Background: an optimization exercise with open tools, aiming at small area and a short achievable clock period. Do not read the settings as production practice. Where RTL was checked, it was by simulation tests only, not by an equivalence proof against the original. Power is estimated from default activity; no workload was simulated.

exp/indigo:
==> module gca_dlnv, before the edit <==
module gca_dlnv(
    input [31:0]    coord0,
    input [31:0]    coord1,
    input           ld,
    input           step,
    input           CLK,
    output          FC,
    output [20:0]   ADDR
);
    wire [10:0] xs = coord0[10:0];
    wire [9:0]  ys = coord0[20:11];
    wire [10:0] x1 = coord1[10:0];
    wire [9:0]  y1 = coord1[20:11];
    reg  [10:0] x;
    reg  [9:0]  y;
    reg         sx, sy;      
    reg  [10:0] dx;          
    reg  [9:0]  dy;          
    reg         xmaj;        
    reg         xmaj_n;      
    reg         xmaj_m;      
    reg  [11:0] h;           
    reg         eqx, eqy;    
    wire [11:0] tx  = {1'b0, x1} + {1'b0, ~xs};
    wire [10:0] ty  = {1'b0, y1} + {1'b0, ~ys};
    wire [10:0] tx1 = x1 + ~xs + 11'd1;
    wire [9:0]  ty1 = y1 + ~ys + 10'd1;
    wire [10:0] adx = tx[11] ? tx1 : ~tx[10:0];
    wire [9:0]  ady = ty[10] ? ty1 : ~ty[9:0];
    wire        cmp = dx >= {1'b0, dy};
    wire gox = xmaj | h[11];         
    wire goy = xmaj_n | ~h[11];      
    wire [11:0] sa  = xmaj_m ? {2'b0, dy} : {3'b0, dy[9:1]};
    wire [11:0] sb  = xmaj_m ? ~{2'b0, dx[10:1]} : ~{1'b0, dx};
    wire        sci = xmaj_m ? ~dx[0] : dy[0];
    wire [11:0] h0  = sa + sb + {11'd0, sci};
    wire [11:0] pa = {2'b0, dy & {10{gox}}};
    wire [11:0] pb = ~{1'b0, dx & {11{goy}}};
    wire [11:0] cs = h ^ pa ^ pb;
    wire [11:0] cc = (h & pa) | (h & pb) | (pa & pb);
    wire [11:0] hs = cs + {cc[10:0], 1'b1};
    wire mx = step & ~ld & gox;
    wire my = step & ~ld & goy;
    wire [10:0] wx = x ^ {11{sx}};
    wire [9:0]  wy = y ^ {10{sy}};
    wire [10:0] fx;
    wire [9:0]  fy;
    assign fx[0] = 1'b1;
    assign fy[0] = 1'b1;
    genvar i;
    generate
        for (i = 1; i < 11; i = i + 1) begin : gfx
            assign fx[i] = &wx[i-1:0];
        end
        for (i = 1; i < 10; i = i + 1) begin : gfy
            assign fy[i] = &wy[i-1:0];
        end
    endgenerate
    wire [10:0] ex = x ^ x1;
    wire [9:0]  ey = y ^ y1;
    wire eqx_hold = ~|ex;
    wire eqy_hold = ~|ey;
    wire eqx_step = ex == fx;
    wire eqy_step = ey == fy;
    assign ADDR = {y, x};
    assign FC = ~ld & (xmaj ? eqx : eqy);
    always @(posedge CLK) begin
        x <= ld ? xs : x ^ ({11{mx}} & fx);
        y <= ld ? ys : y ^ ({10{my}} & fy);
        eqx <= mx ? eqx_step : eqx_hold;
        eqy <= my ? eqy_step : eqy_hold;
        if (ld) begin
            sx <= ~tx[11];
            sy <= ~ty[10];
            dx <= adx;
            dy <= ady;
            xmaj <= cmp;
            xmaj_n <= ~cmp;
            xmaj_m <= cmp;
            h <= h0;
        end else if (step) begin
            h <= hs;
        end
    end
endmodule
clock: 5.0 ns
lec_check: 0
cap_margin: 20
core_margin: 2
core_utilization: 40
cts_buf_list: sky130_fd_sc_hd__clkbuf_4 sky130_fd_sc_hd__clkbuf_8
setup_slack_margin: 2.0
slew_margin: 20
standard.sh (not shown) runs the stock make flow with config.mk's settings and CLKGATE_MAP_FILE= SYNTH_SCRIPT=/design/flow/synth_recipe.tcl, a recipe that flattens the netlist after the stock synthesis.
==> flow/flow/run.sh <==
#!/bin/bash
# Own layout flow: the standard ORFS flow (standard.sh) with
#  - ORFS's full/half-adder extraction turned off, so ABC maps the adders
#  - a shorter ABC mapping script (structural choices, then delay mapping)
#  - plain buffers on the ports instead of the delay cells ORFS picks
set -euo pipefail
here=$(pwd)
rm -rf "$here/scripts_mod"
cp -r "$FLOW_HOME/scripts" "$here/scripts_mod"
cp "$here/flow/abc_speed.script" "$here/scripts_mod/abc_speed.script"
export SCRIPTS_DIR="$here/scripts_mod"
export ADDER_MAP_FILE=
export BUFFER_PORTS_ARGS="-buffer_cell sky130_fd_sc_hd__buf_2"
bash standard.sh > standard.log 2>&1
==> flow/flow/abc_speed.script <==
&get -n
&st
&dch
&nf
&put
Here is what was changed in the inputs of exp/juniper compared with exp/indigo.
==> flow/design.v <==
module gca_dlnv(
    input [31:0]    coord0,
    input [31:0]    coord1,
    input           ld,
    input           step,
    input           CLK,
    output          FC,
    output [20:0]   ADDR
);
    wire [10:0] xs = coord0[10:0];
    wire [9:0]  ys = coord0[20:11];
    wire [10:0] x1 = coord1[10:0];
    wire [9:0]  y1 = coord1[20:11];
    reg  [10:0] x;
    reg  [9:0]  y;
    reg         sx, sy;      
    reg  [10:0] dx;          
    reg  [9:0]  dy;          
    reg         xmaj;        
    reg  [11:0] h;           
    reg         eqx, eqy;    
    wire c = ~h[11];
    wire [11:0] tx  = {1'b0, x1} + {1'b0, ~xs};
    wire [10:0] ty  = {1'b0, y1} + {1'b0, ~ys};
    wire [10:0] tx1 = x1 + ~xs + 11'd1;
    wire [9:0]  ty1 = y1 + ~ys + 10'd1;
    wire [10:0] adx = tx[11] ? tx1 : ~tx[10:0];
    wire [9:0]  ady = ty[10] ? ty1 : ~ty[9:0];
    wire [11:0] mn = xmaj ? {2'b0, dy} : {1'b0, dx};
    wire [11:0] mj = xmaj ? {1'b0, dx} : {2'b0, dy};
    wire [11:0] h0 = mn + ~{1'b0, mj[11:1]} + {11'd0, ~mj[0]};
    wire [11:0] hs = h + mn - (c ? mj : 12'd0);
    wire mx = step & (xmaj | c);
    wire my = step & (~xmaj | c);
    wire [10:0] xn = ld ? xs : mx ? x + (sx ? 11'h7ff : 11'h001) : x;
    wire [9:0]  yn = ld ? ys : my ? y + (sy ? 10'h3ff : 10'h001) : y;
    assign ADDR = {y, x};
    assign FC = ~ld & (xmaj ? eqx : eqy);
    always @(posedge CLK) begin
        x <= xn;
        y <= yn;
        eqx <= xn == x1;
        eqy <= yn == y1;
        if (ld) begin
            sx <= ~tx[11];
            sy <= ~ty[10];
            dx <= adx;
            dy <= ady;
            xmaj <= dx >= {1'b0, dy};
            h <= h0;
        end else if (step) begin
            h <= hs;
        end
    end
endmodule
## What came out
- In exp/juniper the placed standard-cell area turned out about 1.4% lower than in exp/indigo.
- exp/indigo -> exp/juniper: area enclosed by the die boundary decreased slightly
- Relative to exp/indigo, core utilization has gone up in exp/juniper.
- Per the comparison of exp/juniper with exp/indigo, clock transition at the register clock pins on the worst setup and hold paths after CTS +0.02 ns; worst setup slack after layout +0.051 ns.
For exp/indigo, only the layout was checked, not whether the RTL still works.

Another version of the RTL of gca_dlnv (not shown whole).
Size: about 720 cells after synthesis, about 0.0056 mm² of cells after synthesis.
==> module gca_dlnv, before the edit <==
module gca_dlnv(
    input [31:0]    coord0,
    input [31:0]    coord1,
    input           ld,
    input           step,
    input           CLK,
    output          FC,
    output [20:0]   ADDR
);
    wire [10:0] xs = coord0[10:0];
    wire [9:0]  ys = coord0[20:11];
    wire [10:0] x1 = coord1[10:0];
    wire [9:0]  y1 = coord1[20:11];
    reg  [10:0] x;
    reg  [9:0]  y;
    reg         sx, sy;      
    reg  [10:0] dx;          
    reg  [9:0]  dy;          
    reg  [11:0] q;           
    reg         xmaj_n;      
    reg  [11:0] h;           
    reg         eqx, eqy;    
    wire xmaj = q[11];
    wire [11:0] tx  = {1'b0, x1} + {1'b0, ~xs};
    wire [10:0] ty  = {1'b0, y1} + {1'b0, ~ys};
    wire [10:0] tx1 = x1 + ~xs + 11'd1;
    wire [9:0]  ty1 = y1 + ~ys + 10'd1;
    wire [10:0] adx = tx[11] ? tx1 : ~tx[10:0];
    wire [9:0]  ady = ty[10] ? ty1 : ~ty[9:0];
    wire [11:0] qn = {2'b0, dy} - {1'b0, dx};
    wire [11:0] sa = xmaj ? {2'b0, dy} : ~{1'b0, dx};
    wire [12:0] h2 = {q[11], q} + {sa[11], sa};
    wire [11:0] h0 = h2[12:1];
    wire gox = xmaj | h[11];         
    wire goy = xmaj_n | ~h[11];      
    wire both = gox & goy;
    wire [11:0] hs = h + (both ? q : sa) + {11'd0, ~both & xmaj_n};
    wire mx = step & gox;
    wire my = step & goy;
    wire [10:0] wx = x ^ {11{sx}};
    wire [9:0]  wy = y ^ {10{sy}};
    wire [10:0] fx;
    wire [9:0]  fy;
    assign fx[0] = 1'b1;
    assign fy[0] = 1'b1;
    genvar i;
    generate
        for (i = 1; i < 11; i = i + 1) begin : gfx
            assign fx[i] = &wx[i-1:0];
        end
        for (i = 1; i < 10; i = i + 1) begin : gfy
            assign fy[i] = &wy[i-1:0];
        end
    endgenerate
    wire [10:0] ex = x ^ x1;
    wire [9:0]  ey = y ^ y1;
    wire eqx_hold = ~|ex;
    wire eqy_hold = ~|ey;
    wire eqx_step = ex == fx;
    wire eqy_step = ey == fy;
    assign ADDR = {y, x};
    assign FC = ~ld & (xmaj ? eqx : eqy);
    always @(posedge CLK) begin
        x <= ld ? xs : x ^ ({11{mx}} & fx);
        y <= ld ? ys : y ^ ({10{my}} & fy);
        eqx <= (mx & ~ld) ? eqx_step : eqx_hold;
        eqy <= (my & ~ld) ? eqy_step : eqy_hold;
        sx <= ~tx[11];
        sy <= ~ty[10];
        dx <= adx;
        dy <= ady;
        q <= qn;
        xmaj_n <= ~qn[11];
        if (ld) begin
            h <= h0;
        end else if (step) begin
            h <= hs;
        end
    end
endmodule
export LEC_CHECK = 0
export CAP_MARGIN = 20
export CORE_MARGIN = 2
export CORE_UTILIZATION = 40
export SETUP_SLACK_MARGIN = 2.3
export SLEW_MARGIN = 20
create_clock -name core_clock -period 5.0 [get_ports {CLK}]
==> flow/flow/run.sh <==
#!/bin/bash
# Own layout flow: the standard ORFS flow (standard.sh) with
#  - ORFS's full/half-adder extraction turned off, so ABC maps the adders
#  - a shorter ABC mapping script (structural choices, then delay mapping)
#  - plain buffers on the ports instead of the delay cells ORFS picks
#  - a clock tree with larger sink clusters and no dummy loads
set -euo pipefail
here=$(pwd)
rm -rf "$here/scripts_mod"
cp -r "$FLOW_HOME/scripts" "$here/scripts_mod"
cp "$here/flow/abc_speed.script" "$here/scripts_mod/abc_speed.script"
export SCRIPTS_DIR="$here/scripts_mod"
export ADDER_MAP_FILE=
export BUFFER_PORTS_ARGS="-buffer_cell sky130_fd_sc_hd__buf_1"
export CTS_ARGS="-sink_clustering_enable -repair_clock_nets -dont_use_dummy_load -sink_clustering_size 40 -sink_clustering_max_diameter 150 -buf_list {sky130_fd_sc_hd__clkbuf_4}"
bash standard.sh > standard.log 2>&1
Scripts as last shown in full above: flow/flow/abc_speed.script
Next try:
--- a/flow/design.v
+++ b/flow/design.v
@@ -18,25 +18,22 @@
     reg  [9:0]  dy;          
     reg  [11:0] q;           
     reg         xmaj_n;      
     reg  [11:0] h;           
     reg         eqx, eqy;    
     wire xmaj = q[11];
-    wire [11:0] tx  = {1'b0, x1} + {1'b0, ~xs};
-    wire [10:0] ty  = {1'b0, y1} + {1'b0, ~ys};
-    wire [10:0] tx1 = x1 + ~xs + 11'd1;
-    wire [9:0]  ty1 = y1 + ~ys + 10'd1;
-    wire [10:0] adx = tx[11] ? tx1 : ~tx[10:0];
-    wire [9:0]  ady = ty[10] ? ty1 : ~ty[9:0];
-    wire [11:0] qn = {2'b0, dy} - {1'b0, dx};
-    wire [11:0] sa = xmaj ? {2'b0, dy} : ~{1'b0, dx};
-    wire [12:0] h2 = {q[11], q} + {sa[11], sa};
-    wire [11:0] h0 = h2[12:1];
+    wire [11:0] tx = {1'b0, xs} + {1'b0, ~x1} + {11'd0, sx};
+    wire [10:0] ty = {1'b0, ys} + {1'b0, ~y1} + {10'd0, sy};
+    wire [11:0] qn  = {2'b0, dy} - {1'b0, dx};
+    wire [11:0] h0x = {2'b0, dy} + ~{2'b0, dx[10:1]} + {11'd0, ~dx[0]};
+    wire [11:0] h0y = {3'b0, dy[9:1]} + ~{1'b0, dx} + {11'd0, dy[0]};
+    wire [11:0] h0  = qn[11] ? h0x : h0y;
     wire gox = xmaj | h[11];         
     wire goy = xmaj_n | ~h[11];      
     wire both = gox & goy;
+    wire [11:0] sa = xmaj ? {2'b0, dy} : ~{1'b0, dx};
     wire [11:0] hs = h + (both ? q : sa) + {11'd0, ~both & xmaj_n};
     wire mx = step & gox;
     wire my = step & goy;
     wire [10:0] wx = x ^ {11{sx}};
     wire [9:0]  wy = y ^ {10{sy}};
     wire [10:0] fx;
@@ -62,16 +59,16 @@
     assign FC = ~ld & (xmaj ? eqx : eqy);
     always @(posedge CLK) begin
         x <= ld ? xs : x ^ ({11{mx}} & fx);
         y <= ld ? ys : y ^ ({10{my}} & fy);
         eqx <= (mx & ~ld) ? eqx_step : eqx_hold;
         eqy <= (my & ~ld) ? eqy_step : eqy_hold;
-        sx <= ~tx[11];
-        sy <= ~ty[10];
-        dx <= adx;
-        dy <= ady;
+        sx <= tx[11];
+        sy <= ty[10];
+        dx <= tx[10:0] ^ {11{~sx}};
+        dy <= ty[9:0] ^ {10{~sy}};
         q <= qn;
         xmaj_n <= ~qn[11];
         if (ld) begin
             h <= h0;
         end else if (step) begin
             h <= hs;
=>
- worst hold slack improved by 0.048 ns
- register-to-register slack improved by 0.07 ns
- power goes up by a few percent
- routed wire length goes down by a few percent
- clock power goes down slightly
- via count goes down by a few percent
- die area goes up slightly
For the first run of this note, only the layout was checked, not whether the RTL still works.

==> port drivers added, routing unchanged <==
The flow's constraints put no driver on any port. The routed layouts listed below were extracted and timed again, unchanged, in two steps. Step 1, drivers: a clkbuf_16 drives CLK and a buf_2 each remaining input, both assumed. Step 2 also shifts input and output timing later by t, the mid clock arrival at the registers, as if the neighbouring blocks saw the same clock. Slacks: ideal ports / drivers / drivers and shift; pairs: ideal ports / drivers.
run | shift t [ns] | setup slack, ns | worst data-port slew with drivers (ns) | cell pins on the clock port's net
exp/indigo | 0.386 | 1.988 / 1.988 / 1.792 | 0.03 | 1
exp/juniper | 0.391 | 2.039 / 2.039 / 1.723 | 0.03 | 1
the first run of note 2 | 0.460 | 2.282 / 2.282 / 1.999 | 0.03 | 1
the second run of note 2 | 0.457 | 2.357 / 2.357 / 1.984 | 0.04 | 1
After both steps every run listed still meets setup and hold. For the second run of note 2, which loses most, drivers alone change the setup slack by 0.000 ns; drivers and shift together by -0.373 ns.
